What follows belongs to an exercise in optimizing a design on an open flow for small area; a production flow would make more cautious choices. RTL that was checked went through simulation tests only; none was proved equivalent to the original. The RTL of runs 5 to 7 was laid out without a check of its function. Power figures rest on the tool's default switching activity, not on a simulated workload.

===== design.v =====
module voices (
    input  logic        clk,
    input  logic        rst_n,
    input  logic        sample_strobe,
    input  logic [63:0] freq_in,
    input  logic [47:0] pulse_width_in,
    input  logic [31:0] wave_ctrl_in,
    input  logic [15:0] attack_in,
    input  logic [15:0] decay_in,
    input  logic [15:0] sustain_in,
    input  logic [15:0] release_in,
    output logic [15:0] left_out,
    output logic [15:0] right_out
);
logic [6:0] t;           
logic       run;         
logic [2:0] kb;          
logic       fresh;       
wire [4:0] u = t[4:0];
function automatic logic win(input logic [4:0] x, input integer lo, input integer hi);
    logic [31:0] m;
    integer k;
    for (k = 0; k < 32; k = k + 1) m[k] = (k >= lo) && (k <= hi);
    win = m[x];
endfunction
wire last = run & (kb == 3'd6) & (u == 5'd5);
logic b1, b2, b3;
always_comb begin
    case (kb)
        3'd1:    {b1, b2, b3} = {run, 1'b0, 1'b0};
        3'd2:    {b1, b2, b3} = {run, run, 1'b0};
        3'd3,
        3'd4:    {b1, b2, b3} = {run, run, run};
        3'd5:    {b1, b2, b3} = {1'b0, run, run};
        3'd6:    {b1, b2, b3} = {1'b0, 1'b0, run};
        default: {b1, b2, b3} = 3'b000;
    endcase
end
wire [1:0] v1 = t[6:5];            
always_ff @(posedge clk) begin
    if (!rst_n) begin
        t     <= 7'd0;
        run   <= 1'b0;
        fresh <= 1'b1;
    end else begin
        t <= t + 7'd1;
        if (!run) begin
            if (sample_strobe) begin
                run <= 1'b1;
                kb  <= 3'd0;
            end
        end else begin
            if (u == 5'd31) kb <= kb + 3'd1;
            if (last) begin
                run   <= 1'b0;
                fresh <= 1'b0;
            end
        end
    end
end
logic [127:0] X, Y;
logic xin17, xin25, yin1, yin17;    
always_ff @(posedge clk) begin
    X <= {X[126:25], xin25, X[23:17], xin17, X[15:0], X[127]};
    Y <= {Y[126:17], yin17, Y[15:1], yin1, Y[127]};
end
wire y0  = Y[0]  & ~fresh;
wire y1  = Y[1]  & ~fresh;
wire y2  = Y[2]  & ~fresh;
wire y16 = Y[16] & ~fresh;
wire x8  = X[8]  & ~fresh;
wire x16 = X[16] & ~fresh;
wire x2  = X[2]  | fresh;
wire x7  = X[7]  | fresh;
wire x24 = X[24] | fresh;
wire [3:0] sus_v = sustain_in[4*v1 +: 4];
wire       ss    = sus_v[u[1:0]];                  
wire       gate  = wave_ctrl_in[8*v1];
wire [3:0] att_v = attack_in[4*v1 +: 4];
wire [3:0] dec_v = decay_in[4*v1 +: 4];
wire [3:0] rel_v = release_in[4*v1 +: 4];
wire [15:0] frq_v = freq_in[16*v1 +: 16];
logic [11:0] pw_v;
logic [7:0]  wc_v;
always_comb begin
    case (v1)
        2'd0:    begin pw_v = pulse_width_in[47:36]; wc_v = wave_ctrl_in[31:24]; end
        2'd1:    begin pw_v = pulse_width_in[11:0];  wc_v = wave_ctrl_in[7:0];   end
        2'd2:    begin pw_v = pulse_width_in[23:12]; wc_v = wave_ctrl_in[15:8];  end
        default: begin pw_v = pulse_width_in[35:24]; wc_v = wave_ctrl_in[23:16]; end
    endcase
end
logic [2:0] st;          
logic       ge;          
logic       cmpe;        
logic       cyc, cye;    
function automatic logic [12:0] attack_k(input logic [3:0] c);
    case (c)
        4'd0:  attack_k = 13'd0;
        4'd1:  attack_k = 13'd1;
        4'd2:  attack_k = 13'd2;
        4'd3:  attack_k = 13'd3;
        4'd4:  attack_k = 13'd6;
        4'd5:  attack_k = 13'd9;
        4'd6:  attack_k = 13'd12;
        4'd7:  attack_k = 13'd14;
        4'd8:  attack_k = 13'd18;
        4'd9:  attack_k = 13'd46;
        4'd10: attack_k = 13'd93;
        4'd11: attack_k = 13'd149;
        4'd12: attack_k = 13'd187;
        4'd13: attack_k = 13'd561;
        4'd14: attack_k = 13'd937;
        default: attack_k = 13'd1499;
    endcase
endfunction
function automatic logic [12:0] dr_k(input logic [3:0] c);
    case (c)
        4'd0:  dr_k = 13'd0;
        4'd1:  dr_k = 13'd3;
        4'd2:  dr_k = 13'd8;
        4'd3:  dr_k = 13'd13;
        4'd4:  dr_k = 13'd20;
        4'd5:  dr_k = 13'd31;
        4'd6:  dr_k = 13'd37;
        4'd7:  dr_k = 13'd44;
        4'd8:  dr_k = 13'd55;
        4'd9:  dr_k = 13'd140;
        4'd10: dr_k = 13'd280;
        4'd11: dr_k = 13'd449;
        4'd12: dr_k = 13'd561;
        4'd13: dr_k = 13'd1687;
        4'd14: dr_k = 13'd2811;
        default: dr_k = 13'd4499;
    endcase
endfunction
function automatic logic [255:0] ktab(input logic dr);
    logic [255:0] m;
    logic [12:0]  k;
    integer c, b;
    for (c = 0; c < 16; c = c + 1) begin
        k = dr ? dr_k(c[3:0]) : attack_k(c[3:0]);
        for (b = 0; b < 16; b = b + 1)
            m[c*16 + b] = (b >= 3) ? k[b - 3] : 1'b0;
    end
    ktab = m;
endfunction
localparam logic [255:0] KATT = ktab(1'b0);
localparam logic [255:0] KDR  = ktab(1'b1);
wire [3:0] drc  = st[2] ? dec_v : rel_v;
wire       kbit = st[0] ? KDR[{drc, u[3:0]}] : KATT[{att_v, u[3:0]}];
wire gp    = st[2];
wire nogt  = ~(gate ^ gp);                  
wire clr   = ~nogt | ge | cmpe;             
wire step  = nogt & ~cmpe & ge & (st[0] | (st[2] & ~st[1]));
wire inc   = step & ~st[0];
wire setss = nogt & st[1];
logic [2:0] nst;
always_comb begin
    if (!gp) nst = gate ? 3'b100 : ((st[0] & ~cmpe) ? 3'b001 : 3'b000);
    else if (!gate) nst = 3'b001;
    else if (st[1]) nst = 3'b110;
    else nst = cmpe ? (st[0] ? 3'b110 : 3'b101) : st;
end
wire gef = (u == 5'd3) ? 1'b1 : ge;
wire cef = (u == 5'd8) ? 1'b1 : cmpe;
wire cyc_i = (u == 5'd19) ? 1'b1 : cyc;
wire cye_i = (u == 5'd16) ? 1'b1 : cye;
always_ff @(posedge clk) begin
    if (b1 & (u == 5'd2)) st <= {y0, y1, y2};
    if (b1 & win(u, 3, 15))
        ge <= (y0 & ~kbit) | (y0 & gef) | (~kbit & gef);
    if (b1 & win(u, 8, 15))
        cmpe <= ~st[0] ? (cef & x8) :
                st[2]  ? ((~x8 & ss) | (~x8 & cef) | (ss & cef)) :
                         (cef & ~x8);
    cyc <= cyc_i & y16;
    cye <= cye_i & ~(x16 ^ inc);
end
always_comb begin
    yin17 = Y[16];
    if (b1 & win(u, 16, 18))
        yin17 = (u[1:0] == 2'd0) ? nst[0] : (u[1:0] == 2'd1) ? nst[1] : nst[2];
    else if (b1 & win(u, 19, 31))
        yin17 = ~clr & (y16 ^ cyc_i);
end
always_comb begin
    xin17 = X[16];
    if (b1 & win(u, 16, 23))
        xin17 = setss ? ss : (step ? (x16 ^ cye_i) : x16);
end
logic pc, ovf, dly;
wire fbit = frq_v[u[3:0]];
wire pci  = (u == 5'd16) ? 1'b0 : pc;
wire pco  = (y0 & fbit) | (y0 & pci) | (fbit & pci);
always_comb begin
    yin1 = Y[0];
    if (b1 & u[4]) yin1 = y0 ^ fbit ^ pci;
end
always_ff @(posedge clk) begin
    pc  <= pco;
    if (b1 & (u == 5'd31)) ovf <= pco;
    dly <= x24;
end
always_comb begin
    xin25 = X[24];
    if (b2 & win(u, 0, 22))
        xin25 = ~ovf ? x24 : (u == 5'd0) ? (x2 ^ x7) : dly;
end
logic       pulse;       
logic [5:0] ph;          
logic [7:0] env;         
wire pwb = pw_v[u[3:0]];
wire puf = (u == 5'd0) ? 1'b1 : pulse;
always_ff @(posedge clk) begin
    if (b2 & win(u, 0, 11))
        pulse <= (Y[12] & ~pwb) | (Y[12] & puf) | (~pwb & puf);
    if (b2 & win(u, 6, 11))
        ph <= {Y[12], ph[5:1]};
    if (b2 & win(u, 0, 7))
        env <= {X[32], env[7:1]};
end
wire       mul = b2 & win(u, 16, 27);
wire [3:0] wi  = u[3:0];
wire       top = (wi == 4'd11);
function automatic logic [10:0] sine_lut(input logic [3:0] i);
    case (i)
        4'd0:  sine_lut = 11'd0;
        4'd1:  sine_lut = 11'd201;
        4'd2:  sine_lut = 11'd399;
        4'd3:  sine_lut = 11'd594;
        4'd4:  sine_lut = 11'd783;
        4'd5:  sine_lut = 11'd965;
        4'd6:  sine_lut = 11'd1137;
        4'd7:  sine_lut = 11'd1299;
        4'd8:  sine_lut = 11'd1447;
        4'd9:  sine_lut = 11'd1582;
        4'd10: sine_lut = 11'd1702;
        4'd11: sine_lut = 11'd1805;
        4'd12: sine_lut = 11'd1891;
        4'd13: sine_lut = 11'd1959;
        4'd14: sine_lut = 11'd2008;
        default: sine_lut = 11'd2037;
    endcase
endfunction
function automatic logic [255:0] stab();
    logic [255:0] m;
    logic [10:0]  l;
    integer c, b;
    for (c = 0; c < 16; c = c + 1) begin
        l = sine_lut(c[3:0]);
        for (b = 0; b < 16; b = b + 1)
            m[c*16 + b] = (b <= 10) ? l[b] : 1'b0;
    end
    stab = m;
endfunction
localparam logic [255:0] STAB = stab();
wire        lb  = STAB[{ph[3:0], wi}];
logic       sf;           
wire        sfi = (wi == 4'd0) ? ph[4] : sf;
always_ff @(posedge clk) sf <= ph[4] ? (sfi & lb) : (sfi | lb);
wire sine  = top ? (ph[5] ? (~ph[4] & ~sfi) : 1'b1)
                 : (lb ^ (ph[5] ? sfi : ph[4]));
wire saw   = Y[28];
wire trw   = top ? ph[5] : (saw ^ ph[5]);
logic noise;
always_comb begin
    case (wi)
        4'd4:  noise = X[44];
        4'd5:  noise = X[43];
        4'd6:  noise = X[41];
        4'd7:  noise = X[38];
        4'd8:  noise = X[37];
        4'd9:  noise = X[35];
        4'd10: noise = X[32];
        4'd11: noise = X[31];
        default: noise = 1'b0;
    endcase
end
wire wave = (|wc_v[7:3]) & (~wc_v[5] | saw) & (~wc_v[4] | trw) &
            (~wc_v[6] | pulse) & (~wc_v[7] | noise) & (~wc_v[3] | sine);
wire sbit = mul & (top ? ~wave : wave);
logic [7:0] acc;
wire       neg = sbit & top;
wire [7:0] xb  = {8{sbit}} & (env ^ {8{top}});
logic [8:0] cy;
logic [7:0] sm;
always_comb begin
    cy[0] = neg;
    for (int k = 0; k < 8; k++) begin
        sm[k]   = acc[k] ^ xb[k] ^ cy[k];
        cy[k+1] = (acc[k] & xb[k]) | (acc[k] & cy[k]) | (xb[k] & cy[k]);
    end
end
wire arith = (b2 & win(u, 28, 31)) | (b3 & win(u, 0, 3));
always_ff @(posedge clk) acc <= {arith ? acc[7] : (cy[8] ^ neg), sm[7:1]};
wire pbit = sm[0];
logic [17:0] mix;
logic        mc;
wire mixw  = (b2 & win(u, 20, 31)) | (b3 & win(u, 0, 5));
wire first = (kb == 3'd2) | ((kb == 3'd3) & win(u, 0, 5));
wire mm    = ~first & mix[0];
wire mci   = (u == 5'd20) ? 1'b0 : mc;
always_ff @(posedge clk) begin
    mc <= (pbit & mm) | (pbit & mci) | (mm & mci);
    if (mixw) mix <= {pbit ^ mm ^ mci, mix[17:1]};
end
assign left_out  = mix[17:2] & {16{~fresh}};
assign right_out = mix[17:2] & {16{~fresh}};
endmodule

===== flow/run.sh =====
#!/bin/bash
# Standard ORFS layout with three changes:
#  - after floorplanning, the logic between the registers is remapped for area
#    (OpenROAD restructure, flow/rmp.tcl),
#  - the port buffers are made of the smallest buffer cell,
#  - the clock tree is built of clkbuf_8 cells without dummy loads.
set -euo pipefail
W=$(pwd)
python3 flow/dontuse_lib.py "$FLOW_HOME/platforms/sky130hd/config.mk" \
  "$FLOW_HOME/platforms/sky130hd/lib/sky130_fd_sc_hd__tt_025C_1v80.lib" "$W/rmp.lib" > dontuse_lib.log 2>&1
export RMP_LIB="$W/rmp.lib"
export POST_FLOORPLAN_TCL="$W/flow/rmp.tcl"
export BUFFER_PORTS_ARGS="-buffer_cell sky130_fd_sc_hd__buf_1"
export CTS_ARGS="-sink_clustering_enable -repair_clock_nets -buf_list sky130_fd_sc_hd__clkbuf_8 -sink_clustering_size 18 -sink_clustering_max_diameter 60 -dont_use_dummy_load"
bash standard.sh finish > standard.log 2>&1

===== flow/dontuse_lib.py =====
"""Copy a liberty file without the cells the platform marks don't-use.

usage: dontuse_lib.py PLATFORM_CONFIG_MK IN_LIB OUT_LIB
"""
import re
import sys

cfg, src, dst = sys.argv[1:4]
text = open(cfg).read()
m = re.search(r"export DONT_USE_CELLS \+= \\\n((?:.*\\\n)*.*\n)", text)
names = set(re.findall(r"sky130_\w+", m.group(1)))
lib = open(src).read()
out = []
pos = 0
dropped = 0
for cm in re.finditer(r'\n\s*cell\s*\(\s*"?(\w+)"?\s*\)\s*\{', lib):
    if cm.group(1) not in names or cm.start() < pos:
        continue
    # find the matching closing brace
    depth = 0
    i = cm.end() - 1
    while True:
        c = lib[i]
        if c == "{":
            depth += 1
        elif c == "}":
            depth -= 1
            if depth == 0:
                break
        i += 1
    out.append(lib[pos:cm.start()])
    pos = i + 1
    dropped += 1
out.append(lib[pos:])
open(dst, "w").write("".join(out))
print(f"dropped {dropped} of {len(names)} don't-use cells")

===== flow/rmp.tcl =====
# Area recovery on the synthesized logic, after floorplanning (POST_FLOORPLAN_TCL).
# The registers are left as they are; only the logic between them is remapped,
# with a liberty file that leaves out the platform's don't-use cells.
restructure -liberty_file $::env(RMP_LIB) -target area \
  -tielo_port sky130_fd_sc_hd__conb_1/LO -tiehi_port sky130_fd_sc_hd__conb_1/HI \
  -work_dir $::env(OBJECTS_DIR) -abc_logfile $::env(LOG_DIR)/2_1_restructure_abc.log
restructure -liberty_file $::env(RMP_LIB) -target area \
  -tielo_port sky130_fd_sc_hd__conb_1/LO -tiehi_port sky130_fd_sc_hd__conb_1/HI \
  -work_dir $::env(OBJECTS_DIR) -abc_logfile $::env(LOG_DIR)/2_1_restructure2_abc.log

===== standard.sh =====
#!/bin/bash
# synth_recipe.tcl (not shown) runs the flow's synth.tcl, then flattens the netlist and writes it again
# the make line also repeats each setting of config.mk as NAME=value (left out here)
make -C /OpenROAD-flow-scripts/flow DESIGN_CONFIG=/design/flow/config.mk WORK_HOME=/design/flow/orfs CLKGATE_MAP_FILE= SYNTH_SCRIPT=/design/flow/synth_recipe.tcl "${@:-finish}"

===== config.mk =====
export PLATFORM = sky130hd
export DESIGN_NAME = voices
export DESIGN_NICKNAME = voices
export VERILOG_FILES = /design/flow/design.v
export SDC_FILE = /design/flow/constraint.sdc
export NUM_CORES = 4
export LEC_CHECK = 0
export ABC_AREA = 1
export ABC_CLOCK_PERIOD_IN_PS = 100000
export CAP_MARGIN = 20
export CORE_MARGIN = 2
export CORE_UTILIZATION = 40
export SLEW_MARGIN = 20

===== constraint.sdc =====
create_clock -name core_clock -period 20.0 [get_ports {clk}]
set_input_delay 4.0000 -clock core_clock [delete_from_list [all_inputs] [get_ports {clk}]]
set_output_delay 4.0000 -clock core_clock [all_outputs]
set_load 0.01 [all_outputs]

==> impl_metrics.py, run 1 <==
metrics = {
    "synth": {
        "ys_warn_count": 1,
        "yosysUniqueCellTypes": 55,
        "synth_top_flop_cell": "dfxtp_1",
        "synth_edf_count": 43,
        "ys_seq_elements": 321,
        "yosysSeqAreaShare_pct": 60.6,
        "synth_nets": 1401,
        "syn-instance-count": 1160,
        "synth_area_leaders": "dfxtp_1 49%, edfxtp_1 11%, nand2_1 8.1%, nand3_1 4.0%, inv_1 3.3%",
        "netlist_area_um2": 11300,
        "syn-mean-instance-area_um2": 9.76,
        "synth_top_area_share_pct": 49.2,
        "yosysTopAreaCell": "dfxtp_1",
        "async_flop_share_pct": 0,
    },
    "finish": {
        "final_common_cell": "dfxtp_1",
        "fillers": 2672,
        "stdcell_count": 1495,
        "most-common-layout-cells": "278 x dfxtp_1, 234 x buf_1, 80 x nor2_1",
        "nets": 1329,
        "syn_to_final_growth_pct": 3.56,
        "drive_gt1_share_pct": 3.05,
    },
    "clock_tree": {
        "clock-sinks": 321,
        "cts_buffers": 22,
        "cts_root_buf": "clkbuf_8",
        "cts_max_path_buffers": 3,
        "insertion_delay_ns": 0.53,
        "hold_buffers": 0,
        "path_clk_slew_ns": 0.10,
        "cts_tree": "yes",
        "cts_resized": 0,
        "htreeDepth": 1,
        "cts_setup_buffers": 0,
    },
    "timing": {
        "setup_tns_ns": 0,
        "slew_violations": 0,
        "setup_viol": 0,
        "final_hold_viol_count": 0,
        "slew_headroom_pct": 40.6,
        "period_share_pct": 41.9,
        "finalCriticalPeriod_ns": 8.39,
        "clock.fmax_ghz": 0.119,
        "grt_setup_unrepaired": "no",
        "tightestPinTransition_ns": 0.885,
        "fin_worst_skew_ns": 0.0456,
    },
    "critical_path": {
        "cp_data_required_time_ns": 20.27,
        "ff2ff_path_depth": 32,
        "endpoint_kind": "flip-flop",
        "critPathArrivalTime_ns": 8.66,
        "cp-start-kind": "input port",
        "crit_fanout": 8,
        "worstSetupPathType": "input port to flip-flop",
    },
    "routing": {
        "viasPerCell": 5.06,
        "totalWireLength_um": 24100,
        "first_pass_iters": 5,
        "route.detailed.drc": 0,
        "final_antenna_net_count": 0,
        "drtIter0Drc": 511,
        "routedWlPerCell_um": 16.1,
        "dr_total_vias": 7568,
    },
    "run": {
        "drv_cap": 0,
    },
    "min_path": {
        "hold_depth": 0,
        "hold_class": "flip-flop to flip-flop",
    },
    "global_routing": {
        "first_global_vias": 6959,
        "antenna_found_initial": 0,
        "grt_pass1_wl_um": 35800,
        "grt_max_degree": 40,
        "grt_usage_pct": 15.3,
        "gr-total-overflow": 0,
    },
    "die": {
        "dieWidth_um": 172,
        "io_pins": 243,
        "start_util_pct": 40.6,
        "coreArea_um2": 27900,
        "die_h_um": 172,
        "die_area_um2": 29700,
        "row_count": 61,
    },
    "placement": {
        "io_buffers": 234,
        "place_congestion": 0.906,
        "place_hpwl_um": 17500,
        "dp.cells": 1472,
    },
    "power": {
        "power_density_nw_per_um2": 85.9,
        "vdd_drop_max_mv": 0.0575,
        "p_leak_nw": 4.05,
    },
    "outcome": {
        "status": "timing/DRC/antenna clean",
    },
}
## per-stage QoR
step,utilization [%],power [mW],setup slack [ns],hold WS (ns),instance area (um^2)
2_1_floorplan,-,0.739,11.88,0.310,11300
3_3_place_gp,41.0,0.745,11.20,0.311,11400
3_5_place_dp,41.0,0.745,11.06,0.312,11400
4_1_cts,42.1,1.02,11.61,0.301,11700
5_1_grt,42.1,1.05,10.77,0.301,11700
6_report,42.1,1.01,11.61,0.303,11700
## Yosys cell counts, types with 12 or more instances
library cell and count:
a21oi_1 22, a22oi_1 20, buf_2 15, buf_4 22, dfxtp_1 278, edfxtp_1 43, ha_1 20, inv_1 100
nand2_1 244, nand2_2 12, nand3_1 90, nand4_1 19, nor2_1 84, nor2_2 12, o21ai_0 36
## kinds of logic after synthesis
group	Yosys count	synth area share [%]
simple gates	489	19.4
compound gates	143	8.14
buf+inv	166	7.03
xor+xnor	11	0.851
fa+ha+maj	30	3.98
flops	321	60.6
## where the power goes
group | total [mW] | internal, mW | switching [mW]
clock network | 0.275 | 0.0993 | 0.176
registers | 0.668 | 0.662 | 0.00615
logic | 0.0635 | 0.0273 | 0.0362
total | 1.01 | 0.788 | 0.218
## final timing paths
path	startpoint	end	slack [ns]
min	X[102]	X[103]	0.30
min reg2reg	X[102]	X[103]	0.30
max	wave_ctrl_in[31]	acc[7]	11.61
max reg2reg	t[0]	acc[7]	11.77
## worst max-delay path: stages
cell       delay, ns
buf_1           0.07
a222oi_1        0.28
o21ai_0         0.28
o2111a_1        0.26
nor4_1          0.39
a2111oi_0       0.17
buf_4           0.19
o221ai_1        0.11
nor2_1          0.07
o21ai_0         0.29
nor2_1          0.11
o21ai_0         0.28
nor2_1          0.09
o21ai_0         0.32
nor2_1          0.08
o21ai_0         0.27
nor2_1          0.08
o21ai_0         0.26
nor2_1          0.08
o21ai_0         0.26
nor2_1          0.08
o21ai_0         0.24
nor2_1          0.08
o21a_1          0.19
xnor2_1         0.12
## registers in the layout (all words and copies together), names as in the netlist, 3 cells and up
register / flops
X: 128
Y: 128
mix: 18
acc: 8
env: 8
t: 7
ph: 6
kb: 3
st: 3
## metal layers
| metal | wire, um | global-route usage, % | share of wire (%) |
|---|---|---|---|
| met1 | 10400 | 18.8 | 43 |
| met2 | 11200 | 26.5 | 47 |
| met3 | 1500 | 2.31 | 6.2 |
| met4 | 942 | 7.01 | 3.9 |
| met5 | 0 | 0 | 0 |
## layout make-up
| type | instances | area, um^2 | area share [%] |
|---|---|---|---|
| Clock buffer | 22 | 303 | 2.58 |
| Inverter | 70 | 263 | 2.24 |
| Tap cell | 378 | 473 | 4.03 |
| Sequential cell | 321 | 6860 | 58.5 |
| Multi-Input combinational cell | 462 | 2890 | 24.7 |
| Timing Repair Buffer | 241 | 931 | 7.94 |
| Antenna cell | 1 | 2.50 | 0.0213 |
==> run 2, diff against run 1 <==
--- a/config.mk
+++ b/config.mk
@@ -6,8 +6,7 @@
 export NUM_CORES = 4
 export LEC_CHECK = 0
 export ABC_AREA = 1
-export ABC_CLOCK_PERIOD_IN_PS = 100000
 export CAP_MARGIN = 20
 export CORE_MARGIN = 2
-export CORE_UTILIZATION = 40
+export CORE_UTILIZATION = 55
 export SLEW_MARGIN = 20
==> impl_metrics.py, run 2 <==
metrics = {
    "outcome": {
        "status": "timing/DRC/antenna clean",
    },
    "routing": {
        "drtIter0Drc": 545,
        "route.detailed.drc": 0,
        "viasPerCell": 5.45,
        "first_pass_iters": 8,
        "routedWlPerCell_um": 16.5,
        "totalWireLength_um": 22800,
        "dr_total_vias": 7565,
        "final_antenna_net_count": 0,
    },
    "synth": {
        "syn-mean-instance-area_um2": 9.76,
        "yosysTopAreaCell": "dfxtp_1",
        "yosys.cell_count.top_type": "dfxtp_1",
        "synth_top_flop_cell": "dfxtp_1",
        "yosysUniqueCellTypes": 55,
        "syn-instance-count": 1160,
        "netlist_area_um2": 11300,
        "synth_area_leaders": "dfxtp_1 49%, edfxtp_1 11%, nand2_1 8.1%, nand3_1 4.0%, inv_1 3.3%",
        "ys_warn_count": 1,
        "synth_edf_count": 43,
        "yosysSeqAreaShare_pct": 60.6,
        "synthTopCellsByCount": "278 x dfxtp_1, 244 x nand2_1, 100 x inv_1",
        "ys_seq_elements": 321,
        "async_flop_share_pct": 0,
        "synth_top_area_share_pct": 49.2,
        "synth_nets": 1401,
    },
    "critical_path": {
        "critPathSlowestCell": "nor4_1",
        "critPathLaunch": "wave_ctrl_in[31]",
        "cp_data_required_time_ns": 20.27,
        "cp-start-kind": "input port",
        "worst_path_largest_cell_delay_ns": 0.42,
        "setup.worst_path.end": "acc[7]",
        "r2r-end": "acc[7]",
        "r2r_setup_slack_ns": 12.37,
        "regToRegStartpoint": "t[0]",
        "critPathArrivalTime_ns": 8.63,
        "crit_fanout": 8,
        "worstSetupPathType": "input port to flip-flop",
        "ff2ff_path_depth": 33,
        "endpoint_kind": "flip-flop",
    },
    "placement": {
        "io_buffers": 234,
        "dp.cells": 1366,
        "place_congestion": 0.889,
        "place_hpwl_um": 16500,
    },
    "timing": {
        "finalCriticalPeriod_ns": 8.36,
        "tightestPinTransition_ns": 0.822,
        "setup_viol": 0,
        "setup_tns_ns": 0,
        "clock.fmax_ghz": 0.120,
        "period_share_pct": 41.8,
        "whs_ns": 0.321,
        "slew_headroom_pct": 45.1,
        "final_hold_viol_count": 0,
        "grt_setup_unrepaired": "no",
        "slew_violations": 0,
        "fin_worst_skew_ns": 0.0264,
    },
    "finish": {
        "largest_registers": "X x128, Y x128, mix x18",
        "final_common_cell": "dfxtp_1",
        "antenna_cells": 0,
        "syn_to_final_growth_pct": 2.35,
        "nets": 1330,
        "stdcell_count": 1387,
        "most-common-layout-cells": "278 x dfxtp_1, 234 x buf_1, 80 x nor2_1",
        "drive_gt1_share_pct": 3.13,
    },
    "clock_tree": {
        "htreeDepth": 1,
        "cts_root_buf": "clkbuf_8",
        "cts_tree": "yes",
        "cts_max_path_buffers": 3,
        "cts_resized": 0,
        "insertion_delay_ns": 0.51,
        "path_clk_slew_ns": 0.11,
        "clock-sinks": 321,
        "cts_buffers": 21,
        "hold_buffers": 0,
        "cts_setup_buffers": 0,
    },
    "global_routing": {
        "grt_usage_pct": 20.0,
        "grt_pass1_wl_um": 35300,
        "antenna_found_initial": 0,
        "gr-total-overflow": 0,
        "first_global_vias": 7005,
        "grt_max_degree": 41,
    },
    "die": {
        "coreArea_um2": 20200,
        "dieWidth_um": 147,
        "start_util_pct": 55.9,
        "die_area_um2": 21700,
        "io_pins": 243,
        "row_count": 52,
        "die_h_um": 147,
    },
    "power": {
        "vdd_drop_max_mv": 0.0858,
        "design_power_total_uw": 995,
        "p_leak_nw": 4.06,
        "power_density_nw_per_um2": 85.9,
    },
    "min_path": {
        "hold_depth": 0,
        "hold_class": "flip-flop to flip-flop",
    },
    "run": {
        "drv_cap": 0,
    },
}
==> run 2: cell families after synthesis <==
family	Yosys count	synth area share (%)
adder cells (fa/ha/maj)	30	3.98
XOR/XNOR	11	0.851
flip-flops	321	60.6
AND/OR/NAND/NOR	489	19.4
AO/OA/AOI/OAI	143	8.14
buffers and inverters	166	7.03
==> run 2: worst max-delay path, delay by kind of cell <==
kind	cells	cell delay, ns
AOI/OAI and AO/OA	13	3.16
xor gates and xnor gates	1	0.11
buffers and inverters	2	0.26
and+or+nand+nor	9	1.08
==> run 2: layout make-up <==
cell class                      count  area (um^2)
Fill cell                        1810         8650
Sequential cell                   321         6860
Multi-Input combinational cell    462         2890
Timing Repair Buffer              243          946
Tap cell                          270          338
Clock buffer                       21          289
Inverter                           70          263
==> run 2: worst min path at each step <==
stage	start	end	slack [ns]
2_1_floorplan	X[127]	X[0]	0.31
3_3_place_gp	X[6]	X[7]	0.31
3_5_place_dp	X[110]	X[111]	0.31
4_1_cts	Y[10]	Y[11]	0.32
5_1_grt	Y[104]	Y[105]	0.33
6_report	Y[10]	Y[11]	0.32
==> run 2: metal layers <==
layer / part of all wire (%) / global-route usage, % / up-vias
met3: 6.0 / 2.69 / 50
li1: - / - / 3719
met2: 46 / 33.8 / 293
met1: 44 / 26.3 / 3503
met4: 3.5 / 7.93 / 0
met5: 0 / 0 / -
==> run 2: where the power goes <==
group	total (mW)	internal [mW]	switching [mW]
Combinational	0.0639	0.0275	0.0364
Clock	0.265	0.0951	0.170
Sequential	0.667	0.662	0.00519
Total	0.995	0.784	0.211
==> run 2: per-stage QoR <==
stage	setup slack (ns)	utilization (%)	area [um^2]
5_1_grt	10.97	57.3	11600
6_report	11.64	57.3	11600
3_5_place_dp	11.06	55.8	11300
3_3_place_gp	11.14	55.8	11300
4_1_cts	11.61	57.3	11600
2_1_floorplan	11.88	-	11300
==> run 3, diff against run 2 <==
--- a/flow/rmp.tcl
+++ b/flow/rmp.tcl
@@ -7,3 +7,6 @@
 restructure -liberty_file $::env(RMP_LIB) -target area \
   -tielo_port sky130_fd_sc_hd__conb_1/LO -tiehi_port sky130_fd_sc_hd__conb_1/HI \
   -work_dir $::env(OBJECTS_DIR) -abc_logfile $::env(LOG_DIR)/2_1_restructure2_abc.log
+restructure -liberty_file $::env(RMP_LIB) -target area \
+  -tielo_port sky130_fd_sc_hd__conb_1/LO -tiehi_port sky130_fd_sc_hd__conb_1/HI \
+  -work_dir $::env(OBJECTS_DIR) -abc_logfile $::env(LOG_DIR)/2_1_restructure3_abc.log
--- a/config.mk
+++ b/config.mk
@@ -8,5 +8,5 @@
 export ABC_AREA = 1
 export CAP_MARGIN = 20
 export CORE_MARGIN = 2
-export CORE_UTILIZATION = 55
+export CORE_UTILIZATION = 40
 export SLEW_MARGIN = 20
==> impl_metrics.py, run 3 <==
metrics = {
    "timing": {
        "setup_tns_ns": 0,
        "finalCriticalPeriod_ns": 8.17,
        "grt_setup_unrepaired": "no",
        "fin_worst_skew_ns": 0.103,
        "slew_headroom_pct": 35.7,
        "tightestPinTransition_ns": 0.957,
        "slew_violations": 0,
        "setup_viol": 0,
        "clock.fmax_ghz": 0.122,
        "final_hold_viol_count": 0,
        "period_share_pct": 40.9,
    },
    "synth": {
        "async_flop_share_pct": 0,
        "yosys.cell_count.top_type": "dfxtp_1",
        "synth_area_leaders": "dfxtp_1 49%, edfxtp_1 11%, nand2_1 8.1%, nand3_1 4.0%, inv_1 3.3%",
        "ys_seq_elements": 321,
        "netlist_area_um2": 11300,
        "yosysSeqAreaShare_pct": 60.6,
        "yosysTopAreaCell": "dfxtp_1",
        "syn-mean-instance-area_um2": 9.76,
        "synth_top_area_share_pct": 49.2,
        "synthTopCellsByCount": "278 x dfxtp_1, 244 x nand2_1, 100 x inv_1",
        "syn-instance-count": 1160,
        "synth_edf_count": 43,
        "synth_top_flop_cell": "dfxtp_1",
        "ys_warn_count": 1,
        "synth_nets": 1401,
        "yosysUniqueCellTypes": 55,
    },
    "critical_path": {
        "critPathLaunch": "wave_ctrl_in[4]",
        "critPathArrivalTime_ns": 8.43,
        "setup.worst_path.end": "acc[7]",
        "r2r_setup_slack_ns": 13.21,
        "endpoint_kind": "flip-flop",
        "ff2ff_path_depth": 30,
        "crit_fanout": 8,
        "cp-start-kind": "input port",
        "worstSetupPathType": "input port to flip-flop",
        "cp_data_required_time_ns": 20.26,
        "regToRegStartpoint": "t[2]",
        "r2r-end": "acc[7]",
    },
    "clock_tree": {
        "cts_resized": 0,
        "cts_buffers": 22,
        "htreeDepth": 1,
        "cts_tree": "yes",
        "clock-sinks": 321,
        "cts_root_buf": "clkbuf_8",
        "cts_setup_buffers": 0,
        "insertion_delay_ns": 0.54,
        "hold_buffers": 0,
        "cts_max_path_buffers": 3,
        "path_clk_slew_ns": 0.10,
    },
    "global_routing": {
        "antenna_found_initial": 1,
        "grt_pass1_wl_um": 36500,
        "gr-total-overflow": 0,
        "grt_max_degree": 43,
        "grt_usage_pct": 15.7,
        "first_global_vias": 7028,
    },
    "routing": {
        "first_pass_iters": 7,
        "routedWlPerCell_um": 16.2,
        "totalWireLength_um": 24400,
        "viasPerCell": 5.07,
        "final_antenna_net_count": 0,
        "dr_total_vias": 7623,
        "route.detailed.drc": 0,
        "drtIter0Drc": 719,
    },
    "die": {
        "dieWidth_um": 172,
        "row_count": 61,
        "die_area_um2": 29700,
        "coreArea_um2": 27900,
        "io_pins": 243,
        "start_util_pct": 40.6,
        "die_h_um": 172,
    },
    "power": {
        "p_sw_share_pct": 21.5,
        "combPwrFrac_pct": 6.2,
        "clkPwrFrac_pct": 27.2,
        "vdd_drop_max_mv": 0.0515,
        "power_density_nw_per_um2": 85.2,
        "p_leak_nw": 4.12,
        "p_seq_share_pct": 66.6,
        "p_int_uw": 789,
        "p_switching_uw": 217,
    },
    "placement": {
        "place_congestion": 0.880,
        "dp.cells": 1480,
        "place_hpwl_um": 17800,
        "io_buffers": 234,
    },
    "finish": {
        "drive_gt1_share_pct": 3.29,
        "stdcell_count": 1503,
        "final_common_cell": "dfxtp_1",
        "syn_to_final_growth_pct": 4.23,
        "nets": 1337,
        "most-common-layout-cells": "278 x dfxtp_1, 234 x buf_1, 77 x nor2_1",
        "largest_registers": "X x128, Y x128, mix x18",
    },
    "run": {
        "drv_cap": 0,
    },
    "outcome": {
        "status": "timing/DRC/antenna clean",
    },
    "min_path": {
        "hold_class": "flip-flop to flip-flop",
    },
}
run 3: cell types whose count changed in the layout (fill, tap and decap cells not counted), sizes merged, moves of 3 or more:
cell / delta
nor3: +5
a22o: +5
a32o: -3
o22a: +5
o22ai: -11
a22oi: +3
o21a: +5
nand3: +4
nor4: -3
nor2: -3
run 3: how the worst min path moves through the flow:
stage	from	to	slack, ns	cells past startpoint
after floorplan	X[127]	X[0]	0.31	0
after detailed placement	X[70]	X[71]	0.31	0
final	X[39]	X[40]	0.27	0
after global routing	X[39]	X[40]	0.27	0
after global placement	X[33]	X[34]	0.31	0
after CTS	X[39]	X[40]	0.27	0
run 3: final cells by class:
type,instances,area (um^2)
antenna,1,2.50
clock buffer,22,303
inverter,72,270
timing repair buffer,244,953
sequential,321,6860
tap,378,473
fill,2694,16100
multi-input combinational,465,2940
run 3: logic make-up (layout without fill, tap and decap cells):
group	after synthesis	after routing	share of synthesized area, %
simple gates	489	182	19.4
xor+xnor	11	4	0.851
compound gates	143	277	8.14
fa+ha+maj	30	0	3.98
mux	0	2	0
buf+inv	166	338	7.03
flops	321	321	60.6
other cells	0	1	0
run 3: layer usage:
metal | global-route usage [%] | vias to the layer above | share of wire (%)
met5 | 0 | - | 0
met4 | 6.87 | 0 | 3.9
met3 | 2.75 | 61 | 6.8
met2 | 27.1 | 321 | 47
met1 | 19.1 | 3520 | 43
li1 | - | 3721 | -
run 3: per-stage QoR:
step	area [um^2]	setup slack (ns)	hold slack, ns	power [mW]	utilization [%]
6_report	11800	11.83	0.270	1.01	42.4
5_1_grt	11800	11.35	0.267	1.05	42.3
4_1_cts	11800	11.91	0.267	1.02	42.3
3_5_place_dp	11500	11.40	0.312	0.745	41.3
3_3_place_gp	11500	11.51	0.310	0.745	41.3
2_1_floorplan	11300	11.88	0.310	0.739	-
run 3: critical path: stages:
cell and delay (ns):
buf_1 0.07, a22o_1 0.19, a221o_1 0.31, nand2_1 0.08, o221ai_1 0.12, nor3_1 0.30
a2111oi_0 0.15, buf_4 0.20, o221ai_1 0.10, nor2_1 0.07, o21ai_0 0.27, nor2_1 0.11
o21ai_0 0.29, nor2_1 0.08, o21ai_0 0.28, nor2_1 0.08, o21ai_0 0.27, nor2_1 0.08
o21ai_0 0.27, nor2_1 0.08, o21ai_0 0.26, nor2_1 0.08, o21ai_0 0.27, nor2_1 0.08
o21a_1 0.19, xnor2_1 0.12
run 3: power by group through the flow:
stage,combinational [mW],sequential [mW],clock (mW)
3_3_place_gp,0.0609,0.684,0
4_1_cts,0.0618,0.670,0.287
2_1_floorplan,0.0465,0.692,0
5_1_grt,0.0691,0.671,0.309
6_report,0.0624,0.669,0.274
3_5_place_dp,0.0614,0.684,0
==> run 4, diff against run 3 <==
--- a/design.v
+++ b/design.v
@@ -303,8 +303,9 @@
 wire mci   = (u == 5'd20) ? 1'b0 : mc;
 always_ff @(posedge clk) begin
     mc <= (pbit & mm) | (pbit & mci) | (mm & mci);
-    if (mixw) mix <= {pbit ^ mm ^ mci, mix[17:1]};
+    if (!rst_n) mix[17:2] <= 16'h0;
+    else if (mixw) mix <= {pbit ^ mm ^ mci, mix[17:1]};
 end
-assign left_out  = mix[17:2] & {16{~fresh}};
-assign right_out = mix[17:2] & {16{~fresh}};
+assign left_out  = mix[17:2];
+assign right_out = mix[17:2];
 endmodule
--- a/flow/rmp.tcl
+++ b/flow/rmp.tcl
@@ -7,6 +7,3 @@
 restructure -liberty_file $::env(RMP_LIB) -target area \
   -tielo_port sky130_fd_sc_hd__conb_1/LO -tiehi_port sky130_fd_sc_hd__conb_1/HI \
   -work_dir $::env(OBJECTS_DIR) -abc_logfile $::env(LOG_DIR)/2_1_restructure2_abc.log
-restructure -liberty_file $::env(RMP_LIB) -target area \
-  -tielo_port sky130_fd_sc_hd__conb_1/LO -tiehi_port sky130_fd_sc_hd__conb_1/HI \
-  -work_dir $::env(OBJECTS_DIR) -abc_logfile $::env(LOG_DIR)/2_1_restructure3_abc.log
==> impl_metrics.py, run 4 <==
metrics = {
    "routing": {
        "route.detailed.drc": 0,
        "met2_length_um": 12100,
        "totalWireLength_um": 26400,
        "routed-wl-met3_um": 1790,
        "final_antenna_net_count": 0,
        "viasPerCell": 5.20,
        "met1_length_um": 11300,
        "first_pass_iters": 8,
        "top_layer": "met5",
        "dr_total_vias": 7919,
        "drtIter0Drc": 611,
        "routedWlPerCell_um": 17.3,
    },
    "synth": {
        "synthTopCellsByCount": "294 x dfxtp_1, 256 x nand2_1, 101 x nand3_1",
        "yosysTopAreaCell": "dfxtp_1",
        "synth_top_flop_cell": "dfxtp_1",
        "synth_top_area_share_pct": 52.7,
        "synth_nets": 1425,
        "yosysSeqAreaShare_pct": 59.9,
        "yosysUniqueCellTypes": 48,
        "synth_edf_count": 27,
        "synth_area_leaders": "dfxtp_1 53%, nand2_1 8.6%, edfxtp_1 7.3%, nand3_1 4.5%, nor2_1 3.4%",
        "async_flop_share_pct": 0,
        "ys_warn_count": 1,
        "syn-instance-count": 1184,
        "ys_seq_elements": 321,
        "netlist_area_um2": 11200,
        "syn-mean-instance-area_um2": 9.44,
        "yosys.cell_count.top_type": "dfxtp_1",
    },
    "placement": {
        "place_congestion": 0.894,
        "pre_cts_ws_ns": 11.14,
        "dp.cells": 1500,
        "io_buffers": 234,
        "place_hpwl_um": 18600,
    },
    "clock_tree": {
        "cts_root_buf": "clkbuf_8",
        "cts_tree": "yes",
        "insertion_delay_ns": 0.55,
        "hold_buffers": 0,
        "cts_max_path_buffers": 3,
        "cts_resized": 0,
        "clock-sinks": 321,
        "path_clk_slew_ns": 0.10,
        "cts_buffers": 23,
        "cts_setup_buffers": 0,
        "htreeDepth": 1,
    },
    "critical_path": {
        "r2r_setup_slack_ns": 13.39,
        "cp_data_required_time_ns": 20.28,
        "critPathArrivalTime_ns": 8.61,
        "crit_fanout": 3,
        "worstSetupPathType": "input port to flip-flop",
        "r2r-end": "acc[7]",
        "worstPathCellList": "buf_1 > a22o_1 > a221o_1 > or3_1 > o2111a_1 > a311oi_1 > o211a_1 > o22ai_1 > o21ai_0 > nor2_1 > o21ai_0 > nor2_1 > o21ai_0 > nor2_1 > o21ai_0 > nor2_1 > o21ai_0 > nor2_1 > o21ai_0 > nor2_1 > o21ai_0 > nor2_1 > o21a_1 > a2bb2oi_1",
        "critPathSlowestCell": "or3_1",
        "regToRegStartpoint": "t[3]",
        "cp-start-kind": "input port",
        "ff2ff_path_depth": 29,
        "endpoint_kind": "flip-flop",
        "worst_path_largest_cell_delay_ns": 0.38,
    },
    "global_routing": {
        "grt_usage_pct": 16.9,
        "gr-total-overflow": 0,
        "first_global_vias": 7193,
        "grt_max_degree": 42,
        "antenna_found_initial": 2,
        "grt_pass1_wl_um": 38600,
    },
    "power": {
        "p_leak_nw": 4.07,
        "p_int_uw": 791,
        "p_seq_share_pct": 65.2,
        "p_sw_share_pct": 22.5,
        "vdd_drop_max_mv": 0.0508,
        "clkPwrFrac_pct": 27.5,
        "p_switching_uw": 229,
        "combPwrFrac_pct": 7.4,
        "power_density_nw_per_um2": 86.4,
    },
    "timing": {
        "slew_headroom_pct": 37.6,
        "finalWorstSetupSlack_ns": 11.68,
        "setup_viol": 0,
        "final_hold_viol_count": 0,
        "period_share_pct": 41.6,
        "grt_setup_unrepaired": "no",
        "slew_violations": 0,
        "tightestPinTransition_ns": 0.936,
        "clock.fmax_ghz": 0.120,
        "setup_tns_ns": 0,
        "finalCriticalPeriod_ns": 8.32,
        "fin_worst_skew_ns": 0.0490,
    },
    "finish": {
        "nets": 1358,
        "syn_to_final_growth_pct": 5.69,
        "drive_gt1_share_pct": 3.49,
        "final_common_cell": "dfxtp_1",
        "most-common-layout-cells": "294 x dfxtp_1, 234 x buf_1, 97 x nor2_1",
        "stdcell_count": 1524,
        "largest_registers": "X x128, Y x128, mix x18",
    },
    "die": {
        "start_util_pct": 40.5,
        "row_count": 61,
        "io_pins": 243,
        "coreArea_um2": 27600,
        "die_h_um": 171,
        "dieWidth_um": 171,
        "die_area_um2": 29300,
    },
    "min_path": {
        "hold_end": "X[73]",
        "hold_depth": 0,
        "min-delay-start": "X[72]",
        "hold_class": "flip-flop to flip-flop",
    },
    "outcome": {
        "status": "timing/DRC/antenna clean",
    },
    "run": {
        "drv_cap": 0,
    },
}
run 4: changes by cell type after synthesis, moves of 5 or more:
cell      delta
buf_4       +15
dfxtp_1     +16
edfxtp_1    -16
inv_1        -9
inv_2        -5
nand2_1     +12
nand2_2      -9
nand3_1     +11
nor2_1      +16
nor2_2       -8
o21ai_0     +16
o21ai_1     -10
run 4: worst max-delay path, delay by kind of cell:
| kind | cells | cell delay, ns |
|---|---|---|
| compound gates | 15 | 3.58 |
| buf+inv | 1 | 0.07 |
| simple gates | 8 | 0.95 |
run 4: cell families after synthesis:
kind of cell	synth area share, %
xor+xnor	0.940
compound gates	8.80
buf+inv	7.09
fa+ha+maj	4.03
flops	59.9
simple gates	19.2
run 4: cell type report:
type	instances	area, um^2
diodes	1	2.50
clock buffers	23	317
fillers	2709	15800
inverters	81	304
multi-input cells	475	3060
flip-flops and latches	321	6700
well taps	378	473
repair buffers	245	961
run 4: power by group through the flow:
| stage | clock network, mW | registers, mW | logic, mW |
|---|---|---|---|
| final | 0.280 | 0.665 | 0.0751 |
| after global routing | 0.318 | 0.666 | 0.0821 |
| after CTS | 0.294 | 0.665 | 0.0741 |
| after detailed placement | 0 | 0.680 | 0.0736 |
| after global placement | 0 | 0.679 | 0.0732 |
| after floorplan | 0 | 0.679 | 0.0530 |
run 4: metal layers:
| metal | GRT usage [%] | up-vias |
|---|---|---|
| met4 | 8.22 | 2 |
| li1 | - | 3821 |
| met2 | 28.9 | 342 |
| met5 | 0 | - |
| met3 | 2.99 | 64 |
| met1 | 20.7 | 3690 |
run 4: how the worst max path moves through the flow:
stage / slack, ns / endpoint / start
floorplan: 11.89 / acc[7] / wave_ctrl_in[6]
global placement: 11.22 / acc[7] / wave_ctrl_in[3]
detailed placement: 11.14 / acc[7] / wave_ctrl_in[3]
CTS: 11.69 / acc[7] / wave_ctrl_in[3]
global route: 11.06 / acc[7] / wave_ctrl_in[3]
finish: 11.68 / acc[7] / wave_ctrl_in[3]
run 4: stage by stage:
step           power [mW]  utilization [%]  instance area (um^2)  hold slack (ns)
2_1_floorplan       0.732                -                 11200            0.310
3_3_place_gp        0.753             41.6                 11500            0.310
3_5_place_dp        0.753             41.6                 11500            0.312
4_1_cts              1.03             42.7                 11800            0.276
5_1_grt              1.07             42.8                 11800            0.276
6_report             1.02             42.8                 11800            0.280
==> run 5, diff against run 4 <==
--- a/design.v
+++ b/design.v
@@ -149,21 +149,23 @@
 localparam logic [255:0] KDR  = ktab(1'b1);
 wire [3:0] drc  = st[2] ? dec_v : rel_v;
 wire       kbit = st[0] ? KDR[{drc, u[3:0]}] : KATT[{att_v, u[3:0]}];
+wire cmpv  = cmpe ^ ~st[0];
 wire gp    = st[2];
 wire nogt  = ~(gate ^ gp);                  
-wire clr   = ~nogt | ge | cmpe;             
-wire step  = nogt & ~cmpe & ge & (st[0] | (st[2] & ~st[1]));
+wire clr   = ~nogt | ge | cmpv;             
+wire step  = nogt & ~cmpv & ge & (st[0] | (st[2] & ~st[1]));
 wire inc   = step & ~st[0];
 wire setss = nogt & st[1];
 logic [2:0] nst;
 always_comb begin
-    if (!gp) nst = gate ? 3'b100 : ((st[0] & ~cmpe) ? 3'b001 : 3'b000);
+    if (!gp) nst = gate ? 3'b100 : ((st[0] & ~cmpv) ? 3'b001 : 3'b000);
     else if (!gate) nst = 3'b001;
     else if (st[1]) nst = 3'b110;
-    else nst = cmpe ? (st[0] ? 3'b110 : 3'b101) : st;
+    else nst = cmpv ? (st[0] ? 3'b110 : 3'b101) : st;
 end
 wire gef = (u == 5'd3) ? 1'b1 : ge;
 wire cef = (u == 5'd8) ? 1'b1 : cmpe;
+wire cx  = st[0] ? (st[2] & ss) : (u[2:0] != 3'd0);
 wire cyc_i = (u == 5'd19) ? 1'b1 : cyc;
 wire cye_i = (u == 5'd16) ? 1'b1 : cye;
 always_ff @(posedge clk) begin
@@ -171,9 +173,7 @@
     if (b1 & win(u, 3, 15))
         ge <= (y0 & ~kbit) | (y0 & gef) | (~kbit & gef);
     if (b1 & win(u, 8, 15))
-        cmpe <= ~st[0] ? (cef & x8) :
-                st[2]  ? ((~x8 & ss) | (~x8 & cef) | (ss & cef)) :
-                         (cef & ~x8);
+        cmpe <= (~x8 & cx) | (~x8 & cef) | (cx & cef);
     cyc <= cyc_i & y16;
     cye <= cye_i & ~(x16 ^ inc);
 end
@@ -303,9 +303,8 @@
 wire mci   = (u == 5'd20) ? 1'b0 : mc;
 always_ff @(posedge clk) begin
     mc <= (pbit & mm) | (pbit & mci) | (mm & mci);
-    if (!rst_n) mix[17:2] <= 16'h0;
-    else if (mixw) mix <= {pbit ^ mm ^ mci, mix[17:1]};
+    if (mixw) mix <= {pbit ^ mm ^ mci, mix[17:1]};
 end
-assign left_out  = mix[17:2];
-assign right_out = mix[17:2];
+assign left_out  = mix[17:2] & {16{~fresh}};
+assign right_out = mix[17:2] & {16{~fresh}};
 endmodule
==> flow/rmp.tcl (replaced) <==
# Area recovery on the synthesized logic, after floorplanning (POST_FLOORPLAN_TCL).
# The registers are left as they are; only the logic between them is remapped,
# with a liberty file that leaves out the platform's don't-use cells.
restructure -liberty_file $::env(RMP_LIB) -target area \
  -tielo_port sky130_fd_sc_hd__conb_1/LO -tiehi_port sky130_fd_sc_hd__conb_1/HI \
  -work_dir $::env(OBJECTS_DIR) -abc_logfile $::env(LOG_DIR)/2_1_restructure_abc.log
==> impl_metrics.py, run 5 <==
metrics = {
    "outcome": {
        "status": "timing/DRC/antenna clean",
    },
    "routing": {
        "route.detailed.drc": 0,
        "routedWlPerCell_um": 16.3,
        "final_antenna_net_count": 0,
        "drtIter0Drc": 646,
        "dr_total_vias": 7780,
        "viasPerCell": 5.15,
        "first_pass_iters": 9,
        "totalWireLength_um": 24700,
    },
    "placement": {
        "place_congestion": 0.874,
        "place_hpwl_um": 17500,
        "place_area_um2": 11500,
        "io_buffers": 234,
        "pre_cts_ws_ns": 10.63,
        "dp.cells": 1488,
    },
    "synth": {
        "synth_area_leaders": "dfxtp_1 50%, edfxtp_1 12%, nand2_1 8.2%, nand3_1 3.8%, inv_1 3.4%",
        "yosysSeqAreaShare_pct": 61.2,
        "synthTopCellsByCount": "278 x dfxtp_1, 244 x nand2_1, 102 x inv_1",
        "ys_seq_elements": 321,
        "netlist_area_um2": 11200,
        "syn-mean-instance-area_um2": 9.74,
        "yosysTopAreaCell": "dfxtp_1",
        "synth_top_area_share_pct": 49.7,
        "async_flop_share_pct": 0,
        "yosysUniqueCellTypes": 52,
        "syn-instance-count": 1150,
        "synth_nets": 1396,
        "yosys.cell_count.top_type": "dfxtp_1",
        "synth_edf_count": 43,
        "synth_top_flop_cell": "dfxtp_1",
        "ys_warn_count": 1,
    },
    "timing": {
        "setup_viol": 0,
        "period_share_pct": 44.6,
        "clock.fmax_ghz": 0.112,
        "finalWorstSetupSlack_ns": 11.08,
        "slew_violations": 0,
        "setup_tns_ns": 0,
        "slew_headroom_pct": 35.2,
        "tightestPinTransition_ns": 0.973,
        "grt_setup_unrepaired": "no",
        "final_hold_viol_count": 0,
        "finalCriticalPeriod_ns": 8.92,
        "fin_worst_skew_ns": 0.0961,
    },
    "global_routing": {
        "grt_pass1_wl_um": 36500,
        "grt_max_degree": 37,
        "gr-total-overflow": 0,
        "antenna_found_initial": 1,
        "first_global_vias": 6933,
        "grt_usage_pct": 15.9,
    },
    "die": {
        "die_h_um": 171,
        "io_pins": 243,
        "dieWidth_um": 171,
        "start_util_pct": 40.4,
        "die_area_um2": 29400,
        "row_count": 61,
        "coreArea_um2": 27700,
    },
    "finish": {
        "most-common-layout-cells": "278 x dfxtp_1, 234 x buf_1, 77 x nor2_1",
        "fin_area_um2": 11800,
        "syn_to_final_growth_pct": 5.55,
        "final_common_cell": "dfxtp_1",
        "largest_registers": "X x128, Y x128, mix x18",
        "nets": 1346,
        "final_util_pct": 42.7,
        "drive_gt1_share_pct": 3.09,
        "stdcell_count": 1512,
    },
    "clock_tree": {
        "cts_root_buf": "clkbuf_8",
        "cts_setup_buffers": 0,
        "cts_buffers": 23,
        "htreeDepth": 1,
        "cts_tree": "yes",
        "hold_buffers": 0,
        "clock-sinks": 321,
        "cts_resized": 0,
        "cts_max_path_buffers": 3,
        "path_clk_slew_ns": 0.10,
        "insertion_delay_ns": 0.55,
    },
    "power": {
        "p_leak_nw": 4.15,
        "vdd_drop_max_mv": 0.0504,
        "power_density_nw_per_um2": 85.7,
    },
    "run": {
        "drv_cap": 0,
    },
    "critical_path": {
        "critPathArrivalTime_ns": 9.16,
        "cp-start-kind": "input port",
        "worstSetupPathType": "input port to flip-flop",
        "endpoint_kind": "flip-flop",
        "cp_data_required_time_ns": 20.24,
        "crit_fanout": 8,
    },
    "min_path": {
        "hold_class": "flip-flop to flip-flop",
    },
}
run 5: cell count changes after synthesis, sizes merged, moves of 4 or more:
| cell | previous run | this run |
|---|---|---|
| a21oi | 26 | 43 |
| a221oi | 12 | 8 |
| buf | 59 | 43 |
| dfxtp | 294 | 278 |
| edfxtp | 27 | 43 |
| ha | 20 | 25 |
| inv | 95 | 107 |
| nand2 | 259 | 250 |
| nand3 | 104 | 85 |
| nand4 | 17 | 21 |
| nor2 | 105 | 85 |
| o211ai | 6 | 10 |
| o22ai | 9 | 3 |
run 5: final cells by class:
cell class | count | area [um^2]
Antenna cell | 1 | 2.50
Clock buffer | 23 | 317
Fill cell | 2673 | 15900
Inverter | 75 | 282
Multi-Input combinational cell | 473 | 2960
Sequential cell | 321 | 6860
Tap cell | 378 | 473
Timing Repair Buffer | 241 | 931
run 5: worst max-delay path: stages:
cell	delay (ns)
buf_1	0.07
a22o_1	0.20
a221o_1	0.30
or4_1	0.54
o221ai_1	0.23
o32ai_1	0.11
nor3_1	0.74
o221ai_1	0.34
nand2_1	0.16
o21ai_0	0.15
nor2_1	0.18
o21ai_0	0.12
and2_0	0.16
o21bai_1	0.17
and2_0	0.15
o21bai_1	0.16
and2_0	0.14
o21bai_1	0.16
and2_0	0.14
o21bai_1	0.17
and2_0	0.15
o21bai_1	0.17
and2_0	0.15
o21bai_1	0.17
xnor2_1	0.12
run 5: final timing paths:
check | start | endpoint | slack [ns] | depth (start not counted)
worst max-delay path | wave_ctrl_in[11] | acc[7] | 11.08 | 25
worst min-delay path | Y[24] | Y[25] | 0.29 | 0
worst max register to register | t[0] | acc[7] | 11.93 | 28
worst min register to register | Y[24] | Y[25] | 0.29 | 0
run 5: metal layers:
metal  up-vias  share of wire (%)  GRT usage, %
li1       3747                  -             -
met1      3618                 43          19.5
met2       344                 46          26.6
met3        71                7.7          3.84
met4         0                4.1          7.07
met5         -                  0             0
run 5: cell families (layout without fill, tap and decap cells):
family / count (synthesis) / in the layout / share of synthesized area [%]
simple gates: 458 / 181 / 17.8
flops: 321 / 321 / 61.2
compound gates: 164 / 286 / 9.04
buf+inv: 161 / 339 / 6.48
fa+ha+maj: 35 / 0 / 4.58
xor+xnor: 10 / 4 / 0.849
mux: 1 / 2 / 0.0894
other cells: 0 / 1 / 0
run 5: metrics by stage:
stage               power, mW  hold slack (ns)
floorplan               0.728            0.310
global placement        0.747            0.311
detailed placement      0.748            0.312
CTS                      1.03            0.290
global route             1.06            0.295
finish                   1.01            0.291
run 5: report_power, final:
part | total, mW | switching, mW | leakage [nW] | internal, mW
Clock | 0.279 | 0.176 | 0.165 | 0.103
Sequential | 0.668 | 0.00525 | 2.64 | 0.663
Combinational | 0.0660 | 0.0390 | 1.34 | 0.0270
Total | 1.01 | 0.220 | 4.15 | 0.793
==> run 6, diff against run 5 <==
--- a/flow/rmp.tcl
+++ b/flow/rmp.tcl
@@ -4,3 +4,6 @@
 restructure -liberty_file $::env(RMP_LIB) -target area \
   -tielo_port sky130_fd_sc_hd__conb_1/LO -tiehi_port sky130_fd_sc_hd__conb_1/HI \
   -work_dir $::env(OBJECTS_DIR) -abc_logfile $::env(LOG_DIR)/2_1_restructure_abc.log
+restructure -liberty_file $::env(RMP_LIB) -target area \
+  -tielo_port sky130_fd_sc_hd__conb_1/LO -tiehi_port sky130_fd_sc_hd__conb_1/HI \
+  -work_dir $::env(OBJECTS_DIR) -abc_logfile $::env(LOG_DIR)/2_1_restructure2_abc.log
==> impl_metrics.py, run 6 <==
metrics = {
    "routing": {
        "totalWireLength_um": 24000,
        "met1_length_um": 10700,
        "top_layer": "met4",
        "first_pass_iters": 5,
        "drtIter0Drc": 447,
        "final_antenna_net_count": 0,
        "viasPerCell": 5.06,
        "dr_total_vias": 7630,
        "route.detailed.drc": 0,
        "met2_length_um": 11300,
        "routedWlPerCell_um": 15.9,
        "routed-wl-met3_um": 1470,
    },
    "clock_tree": {
        "htreeDepth": 1,
        "hold_buffers": 0,
        "cts_resized": 0,
        "cts_tree": "yes",
        "clock-sinks": 321,
        "cts_setup_buffers": 0,
        "cts_root_buf": "clkbuf_8",
        "path_clk_slew_ns": 0.10,
        "insertion_delay_ns": 0.54,
        "cts_buffers": 22,
        "cts_max_path_buffers": 3,
    },
    "power": {
        "vdd_drop_max_mv": 0.0565,
        "p_leak_nw": 4.13,
        "power_density_nw_per_um2": 85.4,
    },
    "critical_path": {
        "cp-start-kind": "input port",
        "cp_data_required_time_ns": 20.27,
        "worstSetupPathType": "input port to flip-flop",
        "regToRegStartpoint": "t[2]",
        "critPathSlowestCell": "or4_1",
        "critPathLaunch": "wave_ctrl_in[3]",
        "crit_fanout": 8,
        "cpMostUsedCell": "nor2_1",
        "cp_num_buf_inv": 1,
        "path_delay_family": "compound AO/OA/AOI/OAI gates",
        "critPathArrivalTime_ns": 8.80,
        "worst_path_largest_cell_delay_ns": 0.53,
        "endpoint_kind": "flip-flop",
    },
    "global_routing": {
        "grt_usage_pct": 15.5,
        "gr-total-overflow": 0,
        "antenna_found_initial": 1,
        "grt_max_degree": 35,
        "grt_pass1_wl_um": 36200,
        "first_global_vias": 7015,
    },
    "finish": {
        "final_util_pct": 42.7,
        "drive_gt1_share_pct": 3.27,
        "syn_to_final_growth_pct": 5.50,
        "register_area_um2": 6860,
        "most-common-layout-cells": "278 x dfxtp_1, 234 x buf_1, 77 x clkinv_1",
        "multi_input_area_um2": 2940,
        "final_common_cell": "dfxtp_1",
        "nets": 1343,
        "fillers": 2720,
        "largest_registers": "X x128, Y x128, mix x18",
    },
    "synth": {
        "yosysSeqAreaShare_pct": 61.2,
        "syn-mean-instance-area_um2": 9.74,
        "yosys.cell_count.top_type": "dfxtp_1",
        "synth_nets": 1396,
        "yosysUniqueCellTypes": 52,
        "yosysTopAreaCell": "dfxtp_1",
        "synthTopCellsByCount": "278 x dfxtp_1, 244 x nand2_1, 102 x inv_1",
        "syn-instance-count": 1150,
        "synth_area_leaders": "dfxtp_1 50%, edfxtp_1 12%, nand2_1 8.2%, nand3_1 3.8%, inv_1 3.4%",
        "async_flop_share_pct": 0,
        "ys_warn_count": 1,
        "synth_top_area_share_pct": 49.7,
        "synth_top_flop_cell": "dfxtp_1",
        "synth_edf_count": 43,
        "netlist_area_um2": 11200,
        "ys_seq_elements": 321,
    },
    "die": {
        "dieWidth_um": 171,
        "start_util_pct": 40.4,
        "die_area_um2": 29400,
        "row_count": 61,
        "io_pins": 243,
        "die_h_um": 171,
        "coreArea_um2": 27700,
    },
    "timing": {
        "slew_headroom_pct": 26.9,
        "tightestPinTransition_ns": 1.10,
        "final_hold_viol_count": 0,
        "slew_violations": 0,
        "setup_tns_ns": 0,
        "fin_worst_skew_ns": 0.0710,
        "finalCriticalPeriod_ns": 8.53,
        "grt_setup_unrepaired": "no",
        "clock.fmax_ghz": 0.117,
        "period_share_pct": 42.6,
        "setup_viol": 0,
    },
    "min_path": {
        "hold_class": "flip-flop to flip-flop",
        "min-delay-start": "X[22]",
    },
    "placement": {
        "io_buffers": 234,
        "place_congestion": 0.869,
        "place_hpwl_um": 17200,
    },
    "outcome": {
        "status": "timing/DRC/antenna clean",
    },
    "run": {
        "drv_cap": 0,
    },
}
-- run 6: changes by cell type in the layout (fill, tap and decap cells not counted), sizes merged, moves of 7 or more --
cell   change
o21ai     +15
a21oi      -9
nor2       -7
o22ai      +9
or2        -8
-- run 6: layout make-up --
| cell class | instances | share of cell area [%] |
|---|---|---|
| tap | 378 | 4.00 |
| timing repair buffer | 244 | 8.07 |
| clock buffer | 22 | 2.56 |
| sequential | 321 | 58.0 |
| multi-input combinational | 466 | 24.9 |
| antenna | 1 | 0.0212 |
| inverter | 77 | 2.45 |
-- run 6: where the power goes --
part           leakage (nW)  switching [mW]  internal [mW]  total [mW]
logic                  1.33          0.0386         0.0284      0.0670
registers              2.64         0.00514          0.662       0.667
clock network         0.158           0.176         0.0993       0.275
total                  4.13           0.220          0.790        1.01
-- run 6: metal layers --
layer / vias up / GRT usage (%)
met2: 285 / 27.8
met3: 42 / 2.19
met1: 3557 / 19.4
li1: 3746 / -
met4: 0 / 4.61
met5: - / 0
-- run 6: logic make-up (layout without fill, tap and decap cells) --
kind of cell	Yosys count	after routing	synth area share, %
buffers and inverters	161	343	6.48
muxes	1	3	0.0894
DFF	321	321	61.2
and+or+nand+nor	458	165	17.8
other	0	1	0
adders and majority gates	35	0	4.58
AOI/OAI and AO/OA	164	295	9.04
xor gates and xnor gates	10	3	0.849
-- run 6: final timing paths --
check	to	slack (ns)	cells after the start
worst max-delay path	acc[7]	11.47	26
worst min-delay path	X[23]	0.30	0
worst max register to register	acc[7]	12.97	32
worst min register to register	X[23]	0.30	0
-- run 6: per-stage QoR --
stage          hold WS (ns)  worst slack (ns)  instance area (um^2)  std cells  power, mW
2_1_floorplan         0.310             11.85                 11200       1150      0.728
3_3_place_gp          0.310             11.09                 11500       1486      0.747
3_5_place_dp          0.312             10.97                 11500       1486      0.748
4_1_cts               0.300             11.51                 11800       1508       1.02
5_1_grt               0.289             10.75                 11800       1508       1.06
6_report              0.303             11.47                 11800       1509       1.01
==> run 7, diff against run 6 <==
--- a/flow/rmp.tcl
+++ b/flow/rmp.tcl
@@ -7,3 +7,6 @@
 restructure -liberty_file $::env(RMP_LIB) -target area \
   -tielo_port sky130_fd_sc_hd__conb_1/LO -tiehi_port sky130_fd_sc_hd__conb_1/HI \
   -work_dir $::env(OBJECTS_DIR) -abc_logfile $::env(LOG_DIR)/2_1_restructure2_abc.log
+restructure -liberty_file $::env(RMP_LIB) -target area \
+  -tielo_port sky130_fd_sc_hd__conb_1/LO -tiehi_port sky130_fd_sc_hd__conb_1/HI \
+  -work_dir $::env(OBJECTS_DIR) -abc_logfile $::env(LOG_DIR)/2_1_restructure3_abc.log
==> impl_metrics.py, run 7 <==
metrics = {
    "synth": {
        "synth_area_leaders": "dfxtp_1 50%, edfxtp_1 12%, nand2_1 8.2%, nand3_1 3.8%, inv_1 3.4%",
        "yosys.cell_count.top_type": "dfxtp_1",
        "syn-instance-count": 1150,
        "synth_top_area_share_pct": 49.7,
        "yosysUniqueCellTypes": 52,
        "synth_edf_count": 43,
        "async_flop_share_pct": 0,
        "yosysTopAreaCell": "dfxtp_1",
        "syn-mean-instance-area_um2": 9.74,
        "ys_seq_elements": 321,
        "netlist_area_um2": 11200,
        "synth_top_flop_cell": "dfxtp_1",
        "ys_warn_count": 1,
        "synth_nets": 1396,
    },
    "die": {
        "io_pins": 243,
        "dieWidth_um": 171,
        "start_util_pct": 40.4,
        "row_count": 61,
        "die_h_um": 171,
        "coreArea_um2": 27700,
    },
    "outcome": {
        "status": "timing/DRC/antenna clean",
    },
    "routing": {
        "final_antenna_net_count": 0,
        "dr_total_vias": 7733,
        "drtIter0Drc": 526,
        "route.detailed.drc": 0,
        "totalWireLength_um": 25500,
    },
    "critical_path": {
        "worstSetupPathType": "input port to flip-flop",
        "r2r_setup_slack_ns": 12.00,
        "cpMostUsedCell": "nor2_1",
        "path_depth": 26,
        "critPathLaunch": "wave_ctrl_in[15]",
        "path_delay_family": "compound AO/OA/AOI/OAI gates",
        "crit_fanout": 8,
        "regToRegStartpoint": "t[0]",
        "setup.worst_path.end": "acc[7]",
    },
    "clock_tree": {
        "cts_root_buf": "clkbuf_8",
        "clock-sinks": 321,
        "insertion_delay_ns": 0.52,
        "cts_buffers": 23,
        "cts_resized": 0,
        "cts_tree": "yes",
        "htreeDepth": 1,
        "path_clk_slew_ns": 0.10,
    },
    "timing": {
        "period_share_pct": 43.0,
        "setup_tns_ns": 0,
        "tightestPinTransition_ns": 1.05,
        "setup_viol": 0,
        "clock.fmax_ghz": 0.116,
        "slew_headroom_pct": 29.0,
        "final_hold_viol_count": 0,
        "grt_setup_unrepaired": "no",
    },
    "finish": {
        "drive_gt1_share_pct": 3.20,
        "most-common-layout-cells": "278 x dfxtp_1, 234 x buf_1, 73 x clkinv_1",
        "antenna_cells": 0,
        "final_util_pct": 42.7,
        "largest_registers": "X x128, Y x128, mix x18",
        "fillers": 2678,
        "syn_to_final_growth_pct": 5.73,
        "final_common_cell": "dfxtp_1",
        "nets": 1338,
    },
    "global_routing": {
        "grt_pass1_wl_um": 37900,
        "gr-total-overflow": 0,
        "grt_max_degree": 36,
        "first_global_vias": 7225,
    },
    "placement": {
        "place_hpwl_um": 18200,
        "pre_cts_ws_ns": 10.85,
        "io_buffers": 234,
    },
    "power": {
        "vdd_drop_max_mv": 0.0524,
        "power_density_nw_per_um2": 85.6,
        "p_leak_nw": 4.16,
    },
    "min_path": {
        "hold_class": "flip-flop to flip-flop",
    },
}
==> run 7: cell counts after synthesis <==
Identical to the previous run, type by type.
==> run 7: worst reg2reg max path: cells and delay by family, from the launching register on <==
kind / cells / cell delay [ns]
AO/OA/AOI/OAI: 12 / 2.88
AND/OR/NAND/NOR: 12 / 2.69
buffers and inverters: 4 / 1.71
flip-flops: 1 / 0.34
XOR/XNOR: 1 / 0.14
==> run 7: logic make-up (layout without fill, tap and decap cells) <==
family | count (synthesis) | in the layout | share of synthesized area [%]
buffers and inverters | 161 | 338 | 6.48
XOR/XNOR | 10 | 9 | 0.849
adder cells (fa/ha/maj) | 35 | 0 | 4.58
AO/OA/AOI/OAI | 164 | 274 | 9.04
multiplexers | 1 | 3 | 0.0894
flip-flops | 321 | 321 | 61.2
AND/OR/NAND/NOR | 458 | 180 | 17.8
==> run 7: cell type report <==
| class | count | area (um^2) | share of cell area (%) |
|---|---|---|---|
| flip-flops and latches | 321 | 6860 | 57.9 |
| multi-input cells | 466 | 2990 | 25.2 |
| repair buffers | 242 | 938 | 7.92 |
| well taps | 378 | 473 | 3.99 |
| clock buffers | 23 | 317 | 2.67 |
| inverters | 73 | 274 | 2.31 |
==> run 7: power by group <==
part | total, mW | internal, mW | switching, mW
clock network | 0.281 | 0.104 | 0.178
registers | 0.667 | 0.662 | 0.00501
logic | 0.0661 | 0.0264 | 0.0397
total | 1.01 | 0.792 | 0.222
==> run 7: through the flow <==
| step | power (mW) | std cells | instance area, um^2 |
|---|---|---|---|
| final | 1.01 | 1503 | 11800 |
| after global routing | 1.06 | 1503 | 11800 |
| after CTS | 1.03 | 1503 | 11800 |
| after detailed placement | 0.746 | 1480 | 11500 |
| after global placement | 0.745 | 1480 | 11500 |
| after floorplan | 0.728 | 1150 | 11200 |
==> run 7: worst min path at each step <==
stage            from     to  cells after the start  slack [ns]
6_report        X[28]  X[29]                      0        0.31
3_3_place_gp    Y[11]  Y[12]                      0        0.31
2_1_floorplan  X[127]   X[0]                      0        0.31
4_1_cts         X[14]  X[15]                      0        0.31
3_5_place_dp    Y[57]  Y[58]                      0        0.31
5_1_grt         X[28]  X[29]                      0        0.31
==> run 7: per-layer routing <==
metal / vias to the layer above / GRT usage (%) / wire length [um]
met4: 0 / 6.01 / 858
met5: - / 0 / 0
met1: 3617 / 20.0 / 10900
li1: 3723 / - / -
met3: 58 / 3.27 / 1900
met2: 335 / 28.6 / 11800

Re-timed with assumed drivers on the ports (clkbuf_16 on the clock, buf_2 on other inputs), run 7 has 11.422 ns of setup slack against 11.409 ns with ideal ports, and 10.876 ns once port delays also move by the mid clock arrival of 0.546 ns.
